Context: an optimization exercise on an open-source flow, tuned for a short achievable clock period and few clock cycles. The choices shown serve that exercise and are no tape-out recipe. Function was checked by simulation only, so behaviour that the tests miss may differ from the original. Power is estimated from default activity; no workload was simulated.

<file path="design/flow/flow/run.sh">
#!/bin/bash
set -euo pipefail
bash standard.sh SETUP_SLACK_MARGIN=8 finish > make_finish.log 2>&1
</file>
<file path="design/flow/constraint.sdc">
create_clock -name core_clock -period 13.0 [get_ports {Clock}]
set_input_delay 2.6000 -clock core_clock [delete_from_list [all_inputs] [get_ports {Clock}]]
set_output_delay 2.6000 -clock core_clock [all_outputs]
set_load 0.01 [all_outputs]
</file>
<file path="design/flow/design.v">
`timescale 1ns / 1ps
module CPU(
    input Clock,
    input Reset,
    input [15:0] Mem_Data,
    input SerialValid,
    input [15:0] SerialDataIn,
    input [7:0] GamePad,
    output [15:0] Mem_Addr,
    output Mem_Write,
    output [15:0] Data_Out,
    output [15:0] VGA_Start,
    output [15:0] VGA_Row,
    output SerialSend,
    output SerialRead,
    output [15:0] SerialDataOut
    );
    function [11:0] dec_aop;
        input [15:0] w;
        reg [3:0] o, e;
        begin
            o = w[15:12];
            e = w[11:8];
            dec_aop = 12'b0;
            if (o == 4'h0) begin
                case (e)
                    4'h1: dec_aop[2] = 1'b1;
                    4'h2: dec_aop[3] = 1'b1;
                    4'h3: dec_aop[4] = 1'b1;
                    4'h4: dec_aop[5] = 1'b1;
                    4'h5, 4'h6: dec_aop[0] = 1'b1;
                    4'h7: dec_aop[8] = 1'b1;
                    4'h8: dec_aop[9] = 1'b1;
                    4'h9: dec_aop[1] = 1'b1;
                    4'hC: dec_aop[6] = 1'b1;
                    4'hD: dec_aop[10] = 1'b1;
                    4'hE: dec_aop[7] = 1'b1;
                    default: ;
                endcase
            end
            if (o == 4'h5 || o == 4'h6) dec_aop[0] = 1'b1;
            if (o == 4'h9) dec_aop[1] = 1'b1;
            if (o == 4'h7) dec_aop[11] = 1'b1;
            if (o == 4'h8 || (o == 4'hC && e == 4'h1) || (o == 4'hD && (e == 4'h4 || e == 4'h5)))
                dec_aop[10] = 1'b1;
        end
    endfunction
    function [16:0] fadd;
        input [15:0] a, b;
        input ci;
        reg [4:0] s0, s1;
        reg c;
        integer n;
        begin
            s0 = {1'b0, a[3:0]} + {1'b0, b[3:0]} + {4'b0, ci};
            fadd[3:0] = s0[3:0];
            c = s0[4];
            for (n = 1; n < 4; n = n + 1) begin
                s0 = {1'b0, a[4*n +: 4]} + {1'b0, b[4*n +: 4]};
                s1 = {1'b0, a[4*n +: 4]} + {1'b0, b[4*n +: 4]} + 5'd1;
                fadd[4*n +: 4] = c ? s1[3:0] : s0[3:0];
                c = c ? s1[4] : s0[4];
            end
            fadd[16] = c;
        end
    endfunction
    function gt16;
        input [15:0] a, b;
        reg [15:0] g, e;
        integer d, n;
        begin
            g = a & ~b;
            e = ~(a ^ b);
            for (d = 1; d < 16; d = d * 2)
                for (n = 0; n < 16; n = n + 2 * d) begin
                    g[n + 2 * d - 1] = g[n + 2 * d - 1] | (e[n + 2 * d - 1] & g[n + d - 1]);
                    e[n + 2 * d - 1] = e[n + 2 * d - 1] & e[n + d - 1];
                end
            gt16 = g[15];
        end
    endfunction
    function [15:0] alu;
        input [15:0] a, b, sum, diff;
        input [11:0] f;
        begin
            alu = ({16{f[0]}}  & sum)
                | ({16{f[1]}}  & diff)
                | ({16{f[2]}}  & (a & b))
                | ({16{f[3]}}  & (a | b))
                | ({16{f[4]}}  & (a ^ b))
                | ({16{f[5]}}  & {15'b0, ~|a})
                | ({16{f[6]}}  & {a[14:0], 1'b0})
                | ({16{f[7]}}  & {1'b0, a[15:1]})
                | ({16{f[8]}}  & {a[14:0], a[0]})
                | ({16{f[9]}}  & {a[15], a[15:1]})
                | ({16{f[10]}} & a)
                | ({16{f[11]}} & {a[15:8], b[7:0]});
        end
    endfunction
    function dec_wr;
        input [15:0] w;
        reg [3:0] o, e;
        begin
            o = w[15:12];
            e = w[11:8];
            dec_wr = o == 4'h0 || o == 4'h5 || o == 4'h6 || o == 4'h7 || o == 4'h8 || o == 4'h9
                  || (o == 4'hC && e == 4'h1) || (o == 4'hD && (e == 4'h4 || e == 4'h5));
        end
    endfunction
    function dec_rega;
        input [15:0] w;
        reg [3:0] o, e;
        begin
            o = w[15:12];
            e = w[11:8];
            dec_rega = o == 4'h0 || o == 4'h3 || (o == 4'h4 && (e == 4'h0 || e == 4'h1))
                    || (o == 4'hC && e == 4'h0) || (o == 4'hD && (e == 4'h0 || e == 4'h1 || e == 4'h3));
        end
    endfunction
    function dec_regb;
        input [15:0] w;
        reg [3:0] o, e;
        begin
            o = w[15:12];
            e = w[11:8];
            dec_regb = o == 4'h0 || o == 4'h3 || (o == 4'h4 && e == 4'h1) || o == 4'h5 || o == 4'h6
                    || o == 4'h7 || o == 4'h9 || o == 4'hB;
        end
    endfunction
    function dec_simple;
        input [15:0] w;
        reg [3:0] o, e;
        begin
            o = w[15:12];
            e = w[11:8];
            dec_simple = ~((o == 4'h1 && e <= 4'h4) || (o == 4'hA && e <= 4'h5)
                        || (o == 4'h4 && (e == 4'h0 || e == 4'h1)) || (o == 4'hC && e == 4'h0)
                        || (o == 4'hD && e <= 4'h3));
        end
    endfunction
    function dec_cmp;
        input [15:0] w;
        begin
            dec_cmp = w[15:12] == 4'h3 || w[15:12] == 4'hB;
        end
    endfunction
    reg        mop;           
    reg        mld;           
    reg [15:0] mrd_oh;        
    reg [15:0] maddr;         
    reg [15:0] mdata;         
    reg        mwe;           
    reg        dep;           
    reg        irv;           
    reg [15:0] fpc;           
    reg        s_fpc, s_tgt, s_pc2, s_pc1, s_jrt;    
    reg        c_fpc, c_tgt, c_pc2, c_pc1, c_jrt;    
    reg        o_mad, o_fpc, o_tgt, o_pc2, o_pc1, o_jrt;    
    reg [15:0] jrt;           
    reg        jhaz;          
    reg [15:0] ir;
    reg [15:0] pc1, pc2, tgt;        
    reg [15:0] pc3, tgt1, fpc1;      
    reg [15:0] ra_oh;         
    reg [15:0] rb_oh;         
    reg [15:0] rd_oh;         
    reg [15:0] immv;          
    reg        p_wr, p_cmp, p_ld, p_st, p_jr, p_vgas, p_vgar, p_send, p_rdser;
    reg [11:0] aop;
    reg        pv;            
    reg [15:0] ra2_oh, rb2_oh, rd2_oh, immv2, immb2;
    reg        p2_wr, p2_cmp;
    reg [11:0] aop2;
    reg        fl, fz, fn;    
    reg        sr_q, ss_q;
    reg [15:0] sdo;
    reg [15:0] vgas, vgar;
    reg [7:0]  pad;
    reg [15:0] rf [0:15];
    reg [15:0] count, Time;
    reg        cv   [0:31];
    reg [10:0] ctag [0:31];
    reg [15:0] cdat [0:31];
    wire [15:0] faddr = ({16{s_fpc}} & fpc) | ({16{s_tgt}} & tgt) | ({16{s_jrt}} & jrt)
                      | ({16{s_pc2}} & pc2) | ({16{s_pc1}} & pc1);
    assign Mem_Addr = ({16{o_mad}} & maddr) | ({16{o_fpc}} & fpc) | ({16{o_tgt}} & tgt)
                    | ({16{o_jrt}} & jrt) | ({16{o_pc2}} & pc2) | ({16{o_pc1}} & pc1);
    assign Mem_Write = mwe & Reset;
    assign Data_Out = mdata;
    assign VGA_Start = vgas;
    assign VGA_Row = vgar;
    assign SerialSend = ss_q & Reset;
    assign SerialRead = sr_q & Reset;
    assign SerialDataOut = sdo;
    wire [15:0] caddr = ({16{c_fpc}} & fpc) | ({16{c_tgt}} & tgt) | ({16{c_jrt}} & jrt)
                      | ({16{c_pc2}} & pc2) | ({16{c_pc1}} & pc1);
    wire [4:0]  cidx  = faddr[4:0];
    wire [4:0]  cridx = caddr[4:0];
    wire        chit  = cv[cridx] & (ctag[cridx] == caddr[15:5]);
    wire [15:0] cword = cdat[cridx];
    wire [16:0] faddr1_c = fadd(faddr, 16'h0001, 1'b0);
    wire [16:0] faddr2_c = fadd(faddr, 16'h0002, 1'b0);
    wire [15:0] faddr1 = faddr1_c[15:0];
    wire [15:0] faddr2 = faddr2_c[15:0];
    wire [15:0] faddr1r = ({16{s_fpc}} & fpc1) | ({16{s_tgt}} & tgt1)
                        | ({16{s_pc2}} & pc3) | ({16{s_pc1}} & pc2);
    wire [4:0]  cidx2  = faddr1r[4:0];
    wire        chit2  = ~s_jrt & cv[cidx2] & (ctag[cidx2] == faddr1r[15:5]);
    wire [15:0] cword2 = cdat[cidx2];
    wire exec = irv & ~dep;
    wire exec2 = exec & pv;
    reg [15:0] rfa, rfb, rfa2, rfb2;
    integer k;
    always @(*) begin
        rfa = 16'h0000;
        rfb = 16'h0000;
        rfa2 = 16'h0000;
        rfb2 = 16'h0000;
        for (k = 0; k < 16; k = k + 1) begin
            rfa = rfa | ({16{ra_oh[k]}} & rf[k]);
            rfb = rfb | ({16{rb_oh[k]}} & rf[k]);
            rfa2 = rfa2 | ({16{ra2_oh[k]}} & rf[k]);
            rfb2 = rfb2 | ({16{rb2_oh[k]}} & rf[k]);
        end
    end
    wire [15:0] opa = rfa | immv;
    wire [15:0] opb = rfb;
    wire [15:0] opa2 = rfa2 | immv2;
    wire [15:0] opb2 = rfb2 | immb2;
    wire [16:0] sum1 = fadd(opa, opb, 1'b0);
    wire [16:0] dif1 = fadd(opb, ~opa, 1'b1);
    wire [16:0] sum2 = fadd(opa2, opb2, 1'b0);
    wire [16:0] dif2 = fadd(opb2, ~opa2, 1'b1);
    wire [15:0] result = alu(opa, opb, sum1[15:0], dif1[15:0], aop);
    wire [15:0] result2 = alu(opa2, opb2, sum2[15:0], dif2[15:0], aop2);
    wire c_l = gt16(opa, opb);
    wire c_z = opa == opb;
    wire c_n = gt16({~opa[15], opa[14:0]}, {~opb[15], opb[14:0]});
    wire c2_l = gt16(opa2, opb2);
    wire c2_z = opa2 == opb2;
    wire c2_n = gt16({~opa2[15], opa2[14:0]}, {~opb2[15], opb2[14:0]});
    wire x_l = pv ? (p2_cmp & c2_l) : (p_cmp & c_l);
    wire x_z = pv ? (p2_cmp & c2_z) : (p_cmp & c_z);
    wire x_n = pv ? (p2_cmp & c2_n) : (p_cmp & c_n);
    wire nf_l = exec ? x_l : fl;
    wire nf_z = exec ? x_z : fz;
    wire nf_n = exec ? x_n : fn;
    wire x_ldst = exec & (p_ld | p_st);
    wire x_nv   = exec & p_rdser & ~SerialValid;
    wire x_jk   = exec & p_jr & jhaz;              
    wire [15:0] wdata = p_rdser ? SerialDataIn : result;
    wire        wen_e = exec & (p_wr | (p_rdser & SerialValid));
    wire        wen_2 = exec2 & p2_wr;
    wire        wen_m = mop & mld;
    wire ir_free = ~irv | exec;
    wire got     = ~mop | chit;
    wire [15:0] ins = mop ? cword : Mem_Data;
    wire [8:0]  tgt_lo = {1'b0, faddr[7:0]} + {1'b0, ins[7:0]};
    wire [7:0]  tgt_h0 = faddr[15:8];
    wire [7:0]  tgt_hp = faddr[15:8] + 8'h01;
    wire [7:0]  tgt_hm = faddr[15:8] - 8'h01;
    wire [7:0]  tgt_hi = ins[7] ? (tgt_lo[8] ? tgt_h0 : tgt_hm) : (tgt_lo[8] ? tgt_hp : tgt_h0);
    wire [8:0]  tg1_lo = {1'b0, faddr[7:0]} + {1'b0, ins[7:0]} + 9'd1;
    wire [7:0]  tg1_hi = ins[7] ? (tg1_lo[8] ? tgt_h0 : tgt_hm) : (tg1_lo[8] ? tgt_hp : tgt_h0);
    wire [16:0] faddr3_c = fadd(faddr, 16'h0003, 1'b0);
    wire [16:0] opa1_c = fadd(opa, 16'h0001, 1'b0);
    wire [3:0] op  = ins[15:12];
    wire [3:0] ext = ins[11:8];
    wire [7:0] imm = ins[11:4];
    wire d_ld    = op == 4'h4 && ext == 4'h0;
    wire d_st    = op == 4'h4 && ext == 4'h1;
    wire d_addi  = op == 4'h5;
    wire d_addui = op == 4'h6;
    wire d_moviu = op == 4'h7;
    wire d_movi  = op == 4'h8;
    wire d_subi  = op == 4'h9;
    wire d_cmpi  = op == 4'hB;
    wire d_jr    = op == 4'hC && ext == 4'h0;
    wire d_spc   = op == 4'hC && ext == 4'h1;
    wire d_vgas  = op == 4'hD && ext == 4'h0;
    wire d_vgar  = op == 4'hD && ext == 4'h1;
    wire d_rdser = op == 4'hD && ext == 4'h2;
    wire d_send  = op == 4'hD && ext == 4'h3;
    wire d_pad   = op == 4'hD && ext == 4'h4;
    wire d_clk   = op == 4'hD && ext == 4'h5;
    wire [15:0] d_immv =
          (d_addi | d_subi | d_cmpi) ? {{8{imm[7]}}, imm}
        : (d_addui | d_movi)         ? {8'h00, imm}
        : d_moviu                    ? {imm, 8'h00}
        : d_spc                      ? faddr
        : d_pad                      ? {8'h00, pad}
        : d_clk                      ? Time
        :                              16'h0000;
    wire [15:0] oh_a = 16'h0001 << ins[7:4];
    wire [15:0] oh_b = 16'h0001 << ins[3:0];
    wire [15:0] w2 = cword2;
    wire [3:0] op2  = w2[15:12];
    wire [3:0] ext2 = w2[11:8];
    wire [7:0] imm2 = w2[11:4];
    wire e_addi  = op2 == 4'h5;
    wire e_addui = op2 == 4'h6;
    wire e_moviu = op2 == 4'h7;
    wire e_movi  = op2 == 4'h8;
    wire e_subi  = op2 == 4'h9;
    wire e_cmpi  = op2 == 4'hB;
    wire e_spc   = op2 == 4'hC && ext2 == 4'h1;
    wire e_pad   = op2 == 4'hD && ext2 == 4'h4;
    wire e_clk   = op2 == 4'hD && ext2 == 4'h5;
    wire [15:0] e_immv =
          (e_addi | e_subi | e_cmpi) ? {{8{imm2[7]}}, imm2}
        : (e_addui | e_movi)         ? {8'h00, imm2}
        : e_moviu                    ? {imm2, 8'h00}
        : e_spc                      ? faddr1
        : e_pad                      ? {8'h00, pad}
        : e_clk                      ? Time
        :                              16'h0000;
    wire [15:0] oh_a2 = 16'h0001 << w2[7:4];
    wire [15:0] oh_b2 = 16'h0001 << w2[3:0];
    wire fuse = d_movi & e_moviu & (ins[3:0] == w2[3:0]);
    wire reads_rd1 = (dec_wr(ins) | d_ld) & ((dec_rega(w2) & (w2[7:4] == ins[3:0]))
                                          | (dec_regb(w2) & (w2[3:0] == ins[3:0]) & ~fuse));
    wire waw_ld = d_ld & dec_wr(w2) & (w2[3:0] == ins[3:0]);
    wire first_ok = dec_simple(ins) | d_ld | d_st | d_vgas | d_vgar | d_send;
    wire pair = chit2 & first_ok & dec_simple(w2) & ~reads_rd1 & ~waw_ld;
    wire [15:0] n_reads = (dec_rega(ins) ? oh_a : 16'h0000) | (dec_regb(ins) ? oh_b : 16'h0000)
                        | ((first_ok & dec_rega(w2)) ? oh_a2 : 16'h0000)
                        | ((first_ok & dec_regb(w2)) ? oh_b2 : 16'h0000);
    wire n_dep = exec & p_ld & |(rd_oh & n_reads);
    reg [15:0] rfj;
    always @(*) begin
        rfj = 16'h0000;
        for (k = 0; k < 16; k = k + 1)
            rfj = rfj | ({16{oh_a[k]}} & rf[k]);
    end
    wire [15:0] ir_ra_oh = 16'h0001 << ir[7:4];
    wire        jr_haz   = (wen_2 & |(rd2_oh & oh_a)) | (wen_e & |(rd_oh & oh_a));
    wire [15:0] jrt_new  = (wen_m & |(mrd_oh & oh_a)) ? Mem_Data : rfj;
    wire [15:0] jrt_held = (wen_m & |(mrd_oh & ir_ra_oh)) ? Mem_Data : jrt;
    wire [3:0] j_op  = ir_free ? op  : ir[15:12];
    wire [3:0] j_ext = ir_free ? ext : ir[11:8];
    wire j_isj   = (j_op == 4'hA) && (j_ext <= 4'h5);
    wire j_isb   = (j_op == 4'h1) && (j_ext <= 4'h4);
    wire j_rdser = ir_free ? d_rdser : p_rdser;
    wire j_jr    = ir_free ? d_jr : p_jr;
    wire j_pair  = ir_free ? pair : pv;
    wire j_haz   = ir_free ? jr_haz : jhaz;
    wire j_jrt   = j_jr & ~j_haz;
    reg cond;
    always @(*) begin
        case (j_ext)
            4'h0: cond = nf_z | nf_n;
            4'h1: cond = nf_l | nf_z;
            4'h2: cond = nf_z;
            4'h3: cond = ~nf_z & ~nf_n;
            4'h4: cond = ~nf_l;
            default: cond = 1'b1;
        endcase
    end
    wire n_irv = ir_free ? (got & ~x_nv & ~x_jk) : 1'b1;
    wire j_tk  = j_isj & cond;
    wire j_sk  = (j_isb & ~cond) | j_rdser;
    always @(posedge Clock, negedge Reset) begin
        if (~Reset) begin
            mop <= 1'b0;
            mld <= 1'b0;
            mwe <= 1'b0;
            dep <= 1'b0;
            irv <= 1'b0;
            pv <= 1'b0;
            jhaz <= 1'b0;
            fpc <= 16'h0000;
            fpc1 <= 16'h0001;
            s_fpc <= 1'b1; s_tgt <= 1'b0; s_pc2 <= 1'b0; s_pc1 <= 1'b0; s_jrt <= 1'b0;
            o_mad <= 1'b0;
            o_fpc <= 1'b1; o_tgt <= 1'b0; o_pc2 <= 1'b0; o_pc1 <= 1'b0; o_jrt <= 1'b0;
            fl <= 1'b0; fz <= 1'b0; fn <= 1'b0;
            sr_q <= 1'b0;
            ss_q <= 1'b0;
            vgas <= 16'h0000;
            vgar <= 16'h0000;
        end else begin
            mop <= x_ldst;
            mld <= exec & p_ld;
            mwe <= exec & p_st;
            dep <= n_dep;
            irv <= n_irv;
            if (ir_free) pv <= pair;
            if (ir_free) jhaz <= jr_haz;
            if (x_nv) begin
                fpc <= pc1;
                fpc1 <= pc2;
            end else if (x_jk) begin
                fpc <= opa;
                fpc1 <= opa1_c[15:0];
            end else if (ir_free & ~got) begin
                fpc <= faddr;
                fpc1 <= faddr1;
            end
            s_fpc <= ~n_irv;
            s_tgt <= n_irv & j_tk;
            s_pc2 <= n_irv & (j_sk | j_pair);
            s_jrt <= n_irv & j_jrt;
            s_pc1 <= n_irv & ~j_jrt & ~j_tk & ~j_sk & ~j_pair;
            o_mad <= x_ldst;
            o_fpc <= ~x_ldst & ~n_irv;
            o_tgt <= ~x_ldst & n_irv & j_tk;
            o_pc2 <= ~x_ldst & n_irv & (j_sk | j_pair);
            o_jrt <= ~x_ldst & n_irv & j_jrt;
            o_pc1 <= ~x_ldst & n_irv & ~j_jrt & ~j_tk & ~j_sk & ~j_pair;
            if (exec) begin
                fl <= x_l;
                fz <= x_z;
                fn <= x_n;
            end
            sr_q <= n_irv & j_rdser & ~n_dep;
            ss_q <= exec & p_send;
            if (exec & p_vgas) vgas <= opa;
            if (exec & p_vgar) vgar <= opa;
        end
    end
    always @(posedge Clock) begin
        c_fpc <= ~n_irv | ~Reset;
        c_tgt <= n_irv & j_tk & Reset;
        c_pc2 <= n_irv & (j_sk | j_pair) & Reset;
        c_jrt <= n_irv & j_jrt & Reset;
        c_pc1 <= n_irv & ~j_jrt & ~j_tk & ~j_sk & ~j_pair & Reset;
        pad <= GamePad;
        sdo <= opa;
        if (exec) begin
            maddr <= opa;
            mdata <= opb;
            mrd_oh <= rd_oh;
        end
        jrt <= ir_free ? jrt_new : jrt_held;
        if (ir_free) begin
            ir <= ins;
            pc1 <= faddr1;
            pc2 <= faddr2;
            pc3 <= faddr3_c[15:0];
            tgt1 <= {tg1_hi, tg1_lo[7:0]};
            tgt <= {tgt_hi, tgt_lo[7:0]};
            ra_oh <= dec_rega(ins) ? oh_a : 16'h0000;
            rb_oh <= dec_regb(ins) ? oh_b : 16'h0000;
            rd_oh <= oh_b;
            immv <= d_immv;
            p_wr <= dec_wr(ins);
            p_cmp <= dec_cmp(ins);
            p_ld <= d_ld;
            p_st <= d_st;
            p_jr <= d_jr;
            p_vgas <= d_vgas;
            p_vgar <= d_vgar;
            p_send <= d_send;
            p_rdser <= d_rdser;
            aop <= dec_aop(ins);
            ra2_oh <= (pair & dec_rega(w2)) ? oh_a2 : 16'h0000;
            rb2_oh <= (pair & dec_regb(w2) & ~fuse) ? oh_b2 : 16'h0000;
            rd2_oh <= oh_b2;
            immv2 <= e_immv;
            immb2 <= fuse ? {8'h00, imm} : 16'h0000;
            p2_wr <= dec_wr(w2);
            p2_cmp <= dec_cmp(w2);
            aop2 <= dec_aop(w2);
        end
    end
    integer i;
    always @(posedge Clock, negedge Reset) begin
        if (~Reset) begin
            for (i = 0; i < 16; i = i + 1) rf[i] <= 16'h0000;
        end else begin
            for (i = 0; i < 16; i = i + 1)
                if (wen_2 & rd2_oh[i]) rf[i] <= result2;
                else if (wen_e & rd_oh[i]) rf[i] <= wdata;
                else if (wen_m & mrd_oh[i]) rf[i] <= Mem_Data;
        end
    end
    wire [4:0] sidx = maddr[4:0];
    always @(posedge Clock, negedge Reset) begin
        if (~Reset) begin
            for (i = 0; i < 32; i = i + 1) cv[i] <= 1'b0;
        end else if (~mop) begin
            cv[cidx] <= 1'b1;
        end
    end
    always @(posedge Clock) begin
        if (~mop) begin
            ctag[cidx] <= faddr[15:5];
            cdat[cidx] <= Mem_Data;
        end else if (mwe & cv[sidx] & (ctag[sidx] == maddr[15:5])) begin
            cdat[sidx] <= mdata;
        end
    end
    always @(posedge Clock, negedge Reset) begin
        if (~Reset) begin
            Time <= 16'h0000;
            count <= 16'h0000;
        end else if (count > 16'h61a8) begin
            Time <= Time + 16'h0001;
            count <= 16'h0000;
        end else begin
            count <= count + 16'h0001;
        end
    end
endmodule
</file>
<file path="design/flow/standard.sh">
#!/bin/bash
# synth_recipe.tcl (not shown) runs the flow's synth.tcl, then flattens the netlist and writes it again
# the make line also repeats each setting of config.mk as NAME=value (left out here)
make -C /OpenROAD-flow-scripts/flow DESIGN_CONFIG=/design/flow/config.mk WORK_HOME=/design/flow/orfs CLKGATE_MAP_FILE= SYNTH_SCRIPT=/design/flow/synth_recipe.tcl "${@:-finish}"
</file>
<file path="design/flow/config.mk">
export PLATFORM = sky130hd
export DESIGN_NAME = CPU
export DESIGN_NICKNAME = CPU
export VERILOG_FILES = /design/flow/design.v
export SDC_FILE = /design/flow/constraint.sdc
export NUM_CORES = 4
export LEC_CHECK = 0
export CAP_MARGIN = 20
export CORE_MARGIN = 2
export CORE_UTILIZATION = 40
export PLACE_DENSITY = 0.6
export SLEW_MARGIN = 20
</file>
==> qor.yml, run 1 <==
run_status: "finished clean"
netlist_area_um2: 96880
min_period_ps: 6051
io_pins: 126
reg2reg_from: "ra_oh[4]$_DFFE_PN_"
rsz0062_at_grt: "yes"
gr-usage-met1: 0.6070
clock_sinks: 1630
nets: 10390
drc: 0
grt_overflow: 0
synth_nets: 9954
hp-class: "flip-flop to flip-flop"
cts_made_buffers: 192
synth_cells: 9711
maxCapViolCount: 0
use_met3: 0.2717
ff2ff_setup_slack_ps: 6950
critical_path.endpoint_type: "flip-flop"
clock_latency_ps: 960
reg2regPathDepth: 23
setup.worst_path.start_class: "flip-flop"
crit_arrival_ps: 6750
grt_usage: 0.4894
yosys_register_bits: 1630
hold_end: "vgar[1]$_DFFE_PN0P_"
cts.path.max_buffers: 3
swShare: 0.4835
synth_cell_types: 108
cts_max_level: 4
reg2reg_to: "rf[11][15]$_DFFE_PN0P_"
clockRootBuffer: "clkbuf_16"
async_flop_share: 0.2491
via_per_inst: 7.664
cp_max_fo: 17
numPortBuffers: 125
power_density_nw_per_um2: 233.6
yosys_most_used_dff: "edfxtp_1"
final_cell_mix: "nand2_1, edfxtp_1, buf_4"
grt.busiest_layer: "met2"
drv_slew: 0
setup_viol: 0
design.die.area_um2: 246100
fp-row-count: 180
slew_headroom: 0.1235
fill_cells: 21060
dpl.hpwl_mm: 366.4
layout_commonest_cell: "nand2_1"
p_sw_uw: 13780
timing.final.crit_share: 0.4654
start_util: 0.4024
die_h_um: 496.1
cts_tree: "built"
p_int_uw: 14720
fin_tns_setup_ps: 0
fin_area_um2: 122000
dieWidth_um: 496.1
grt_max_degree: 141
clkPwrFrac: 0.201
drtPass1Iterations: 12
combPwrFrac: 0.501
fin_skew_ps: 92.89
gp_congestion: 1.056
synth-seq-area-share: 0.4806
whs_path_depth: 2
seqPwrFrac: 0.298
leakage_uw: 0.04750
synthToLayoutAreaGrowth_pct: 25.89
drtAntennaViolNets: 0
syn_area_per_cell_um2: 9.976
synth_edf_count: 1188
drt-total-wl_mm: 627.7
ctsHoldBuffers: 0
drt_iter0_markers: 22170
post_route_cells_drive_above_1_share: 0.2183
crit_type: "flip-flop to flip-flop"
clkSlewWorstSetupHoldPaths_ps: 60
setup_ws_ps: 6949
hold_start: "vgar[1]$_DFFE_PN0P_"
cp_data_required_time_ps: 13700
finalHoldViolations: 0
grt_pass1_wl_mm: 821.0
irDropWorstVdd_v: 0.0001698
fmax_mhz: 165.3
wl_per_cell_um: 46.17
placed_cell_area_um2: 102600
first_global_vias: 92840
num_vias: 104200
tightest_slew_ps: 1315
coreArea_um2: 240800
ys_warn_count: 3
grt.met2_usage: 0.6226
hold_ws_ps: 486.6
startpoint: "ra_oh[4]$_DFFE_PN_"
antenna_found_initial: 76
pre_cts_ws_ps: 4859
final cells by class:
class,instances,area (µm²),share of cell area
Clock inverter,118,1326,0.01087
Antenna cell,89,222.7,0.001826
Clock buffer,246,5251,0.04306
Tap cell,3185,3985,0.03267
Inverter,201,869.6,0.007130
Sequential cell,1630,46610,0.3822
Timing Repair inverter,3,18.77,0.0001539
Multi-Input combinational cell,7045,51010,0.4183
Timing Repair Buffer,1077,12660,0.1038
flip-flops by register name, summed over array words and instances, names as in the netlist, 32 cells and up, named ones only:
register  cells
cdat        512
cv           32
rf          256
ctag        352
through the flow:
step	std cells	total power, µW	util
detailed placement	12540	19150	0.4261
CTS	13350	26710	0.4907
finish	13590	28490	0.5066
floorplan	9711	14080	-
global placement	12540	19080	0.4255
global route	13520	28710	0.5058
Yosys cell counts (all sizes together) (196+ instances only):
library cell | number | area [µm²]
and3 | 309 | 1933
edfxtp | 1188 | 35670
nor2 | 407 | 1533
inv | 196 | 735.7
a22oi | 556 | 4184
nand2 | 1863 | 6995
a211oi | 244 | 1854
o21ai | 309 | 1546
clkbuf | 580 | 2178
a21oi | 276 | 1381
nand3 | 457 | 2287
mux2i | 308 | 3124
buf | 283 | 1450
dfrtp | 403 | 10080
timing repair:
item,4_1_cts,5_1_grt
setup endpoints to repair,1581,916
resized for setup,855,485
pin swaps,182,174
cloned,86,21
buffers inserted,357,133
cell families (layout without fill, tap and decap cells):
| kind of cell | Yosys count | in the layout | synth area share |
|---|---|---|---|
| and+or+nand+nor | 3549 | 3573 | 0.1652 |
| AOI/OAI and AO/OA | 2591 | 2595 | 0.1983 |
| DFF | 1630 | 1630 | 0.4806 |
| buffers and inverters | 1064 | 1645 | 0.04524 |
| muxes | 465 | 465 | 0.06433 |
| xor gates and xnor gates | 208 | 208 | 0.01880 |
| adders and majority gates | 203 | 203 | 0.02746 |
| other | 1 | 90 | 0.00003871 |
worst max-delay path by stage:
stage                                         to  slack (ps)  cells past startpoint
after floorplan               tgt1[11]$_DFFE_PN_        7190                     17
after global placement          jrt[1]$_DFFE_PP_        4570                     20
after detailed placement        jrt[1]$_DFFE_PP_        4860                     20
after CTS                  rf[2][13]$_DFFE_PN0P_        7180                     23
after global routing              sr_q$_DFF_PN0_        7040                     24
final                     rf[11][15]$_DFFE_PN0P_        6950                     23
per-layer routing:
metal	wire length, µm	part of all wire
met1	217700	0.35
met2	232900	0.37
met3	113200	0.18
met4	62180	0.099
met5	1653	0.0026
power groups by stage:
| stage | clock [µW] | combinational (µW) | sequential (µW) |
|---|---|---|---|
| global placement | 0 | 10600 | 8440 |
| detailed placement | 0 | 10700 | 8410 |
| floorplan | 0 | 6480 | 7600 |
| CTS | 5690 | 12700 | 8290 |
| finish | 5730 | 14300 | 8490 |
| global route | 5910 | 14400 | 8430 |
worst max-delay path: stages (launching register included):
cell and delay [ps]:
edfxtp_1 350, buf_4 560, a22o_1 260, a221oi_1 40, and3_1 200, nand4_1 120, clkinv_1 770, ha_1 570
o21bai_1 190, xor2_1 330, nor3_4 100, xnor2_4 290, nand2_2 120, nor3b_4 260, xnor2_2 160, buf_4 150
nand4_1 110, xnor2_1 170, a22oi_2 290, a2bb2oi_4 130, buf_12 170, clkbuf_16 170, mux2i_1 140, o221ai_1 140
Testbench counts, summed over its fixed seeds: cycles 63,901.
==> run 2, diff against run 1 <==
--- a/design/flow/config.mk
+++ b/design/flow/config.mk
@@ -8,5 +8,5 @@
 export CAP_MARGIN = 20
 export CORE_MARGIN = 2
-export CORE_UTILIZATION = 40
-export PLACE_DENSITY = 0.6
+export CORE_UTILIZATION = 30
+export PLACE_DENSITY = 0.5
 export SLEW_MARGIN = 20
==> qor.yml, run 2 <==
cts_max_level: 4
top_regs: "cdat x512, ctag x352, rf x256"
yosys.area_share.xor_xnor: 0.01880
clkSlewWorstSetupHoldPaths_ps: 70
leakage_uw: 0.04834
reg2regPathDepth: 26
synth_top_cell_area_share: 0.3682
clock_sinks: 1630
reg2reg_from: "jrt[0]$_DFFE_PP_"
synth_top_family_by_area: "compound AO/OA/AOI/OAI gates"
failed_checks: "capacitance limit, slew limit"
fmax_mhz: 168.9
synth_compound_area_frac: 0.1983
reg2reg_to: "tgt1[14]$_DFFE_PN_"
power_density_nw_per_um2: 233.3
whs_path_depth: 1
drtPass1Iterations: 20
async_flop_share: 0.2491
syn_area_per_cell_um2: 9.976
yosys_register_bits: 1630
highest_layer: "met5"
grt_pass1_wl_mm: 818.0
min_period_ps: 5921
synth_nets: 9954
cts.path.max_buffers: 4
yosysMostFrequentCell: "nand2_1"
critical_path.endpoint_type: "flip-flop"
cp_max_fo: 6
first_global_vias: 92100
wl_per_cell_um: 42.02
fill_cells: 31070
synth_cells: 9711
synth.area.mux_share: 0.06433
cp_top_family: "compound AO/OA/AOI/OAI gates"
setup_viol: 0
design.die.area_um2: 327500
top_register: "cdat"
dr_wl_met2_mm: 249.3
fin_skew_ps: 87.98
grt_overflow: 0
antenna_found_initial: 64
finalHoldViolations: 0
drc: 0
synth_edf_count: 1188
via_per_inst: 6.818
irDropWorstVdd_v: 0.0001513
setup_ws_ps: 7079
setup.worst_path.start_class: "flip-flop"
hp-class: "flip-flop to flip-flop"
run_status: "complete, but fails checks"
fin_tns_setup_ps: 0
drt_iter0_markers: 18890
numPortBuffers: 125
gp_congestion: 1.050
timing.final.crit_share: 0.4555
clockRootBuffer: "clkbuf_16"
yosys_most_used_dff: "edfxtp_1"
drtAntennaViolNets: 0
num_vias: 101000
dpl.hpwl_mm: 367.9
synth_area_leaders: "edfxtp_1, dfrtp_1, nand2_1, a22oi_1, mux2i_1"
drv_slew: 21
nets: 10530
dieWidth_um: 572.3
cp_data_required_time_ps: 13640
cpPeakStageDelay_ps: 810
io_pins: 126
crit_slowest_cell: "a222oi_1"
coreArea_um2: 321100
layout_commonest_cell: "nand2_1"
synth.largest_area_cell: "edfxtp_1"
synthToLayoutAreaGrowth_pct: 29.42
die_h_um: 572.3
ys_top_cells_by_count: "nand2_1, edfxtp_1, clkbuf_1"
ys_warn_count: 3
crit_type: "flip-flop to flip-flop"
fin_util: 0.3904
fp-row-count: 208
netlist_area_um2: 96880
pre_cts_ws_ps: 4830
ctsHoldBuffers: 0
start_util: 0.3017
post_route_cells_drive_above_1_share: 0.2402
synth_cell_types: 108
wl_met3_mm: 90.56
maxCapViolCount: 2
crit_arrival_ps: 6570
tightest_slew_ps: 1542
final_cell_mix: "nand2_1, edfxtp_1, buf_4"
largest_reg_flops: 512
rsz0062_at_grt: "yes"
drt-total-wl_mm: 622.3
grt_max_degree: 131
ff2ff_setup_slack_ps: 7080
synth-seq-area-share: 0.4806
cts_made_buffers: 200
synth_adder_area_share: 0.02746
grt_usage: 0.3621
drt-met1-wl_mm: 218.2
synthSimpleGateAreaFrac: 0.1652
path_buf_inv: 7
cts_tree: "built"
hold_start: "p_send$_DFFE_PN_"
slew_headroom: -0.02795
clock_latency_ps: 970
hold_end: "ss_q$_DFF_PN0_"
==> run 2: cell counts after synthesis <==
No cell type changed its count.
==> run 2: final cells by class <==
cell class | count | area (µm²) | area share
diodes | 49 | 122.6 | 0.0009779
clock buffers | 238 | 5244 | 0.04182
clock inverters | 132 | 1516 | 0.01209
inverters | 201 | 865.8 | 0.006905
multi-input cells | 7046 | 51830 | 0.4134
flip-flops and latches | 1630 | 46580 | 0.3715
well taps | 4305 | 5386 | 0.04296
repair buffers | 1204 | 13800 | 0.1101
repair inverters | 4 | 35.03 | 0.0002794
==> run 2: how the worst max path moves through the flow <==
| stage | startpoint | to | slack [ps] | cells after the start |
|---|---|---|---|---|
| after floorplan | Mem_Data[0] | tgt1[11]$_DFFE_PN_ | 7190 | 17 |
| after global placement | jrt[0]$_DFFE_PP_ | jrt[1]$_DFFE_PP_ | 4840 | 22 |
| after detailed placement | c_jrt$_DFF_P_ | jrt[1]$_DFFE_PP_ | 4830 | 23 |
| after CTS | Reset | Mem_Write | 7190 | 4 |
| after global routing | jrt[0]$_DFFE_PP_ | sr_q$_DFF_PN0_ | 7090 | 22 |
| final | jrt[0]$_DFFE_PP_ | tgt1[14]$_DFFE_PN_ | 7080 | 26 |
==> run 2: cell families (layout without fill, tap and decap cells) <==
group,count (synthesis),after routing
DFF,1630,1630
other,1,50
muxes,465,465
AOI/OAI and AO/OA,2591,2596
adders and majority gates,203,203
xor gates and xnor gates,208,208
and+or+nand+nor,3549,3573
buffers and inverters,1064,1779
==> run 2: worst register-to-register path: cells and delay by family (launching register included) <==
| family | cells | cell delay, ps |
|---|---|---|
| AO/OA/AOI/OAI | 10 | 1990 |
| AND/OR/NAND/NOR | 5 | 1270 |
| adder cells (fa/ha/maj) | 1 | 160 |
| buffers and inverters | 7 | 1180 |
| flip-flops | 1 | 510 |
| XOR/XNOR | 3 | 530 |
==> run 2: metal layers <==
layer  vias up  global-route usage
met2      9671              0.5069
met5         -            0.001029
li1      38500                   -
met3      2712              0.1460
met4        26              0.2827
met1     50060              0.4393
==> run 2: timing repair <==
action,in CTS,in global routing
cloned,86,17
endpoints found under the setup margin,1569,877
pin swaps,245,214
buffers inserted,430,161
resized for setup,1050,581
==> run 2: stage by stage <==
step / hold WS (ps) / cells / power (µW) / cell area, µm²
6_report: 448.2 / 14810 / 29260 / 125400
3_3_place_gp: 441.8 / 13690 / 19370 / 104000
4_1_cts: 454.0 / 14580 / 27500 / 121000
5_1_grt: 489.9 / 14770 / 29670 / 125300
2_1_floorplan: 427.1 / 9711 / 14080 / 97420
3_5_place_dp: 438.8 / 13690 / 19400 / 104100
==> run 2: power by group <==
| part | leakage, µW | switching (µW) | internal, µW |
|---|---|---|---|
| sequential | 0.0168 | 1560 | 6860 |
| clock | 0.00327 | 2540 | 3430 |
| combinational | 0.0283 | 9910 | 4950 |
| total | 0.0483 | 14000 | 15200 |

-- what the ideal ports hide --
In the flow no input, the clock included, has a driving cell. The finished layouts below were timed again as built, in two steps. Step 1 assumes that a clkbuf_16 drives the clock port and a buf_2 every other input. Step 2 times the ports against the registers' clock, not the clock port: input delays grow and output delays shrink by t, the midpoint of the rising clock arrivals with the driver on. Three values: ideal, step 1, step 2; two values: the first two.
| run | t, ns | slack for setup (ns) | worst register clock-pin slew, ns | worst slew at a driven data input, ns |
|---|---|---|---|---|
| run 1 | 1.014 | 6.949 / 6.949 / 6.327 | 0.08 / 0.08 | 0.15 |
| run 2 | 1.022 | 7.079 / 7.030 / 6.324 | 0.07 / 0.07 | 0.20 |
The setup slack of run 2, which loses most, moves by -0.049 ns with the drivers and by -0.755 ns with both steps.
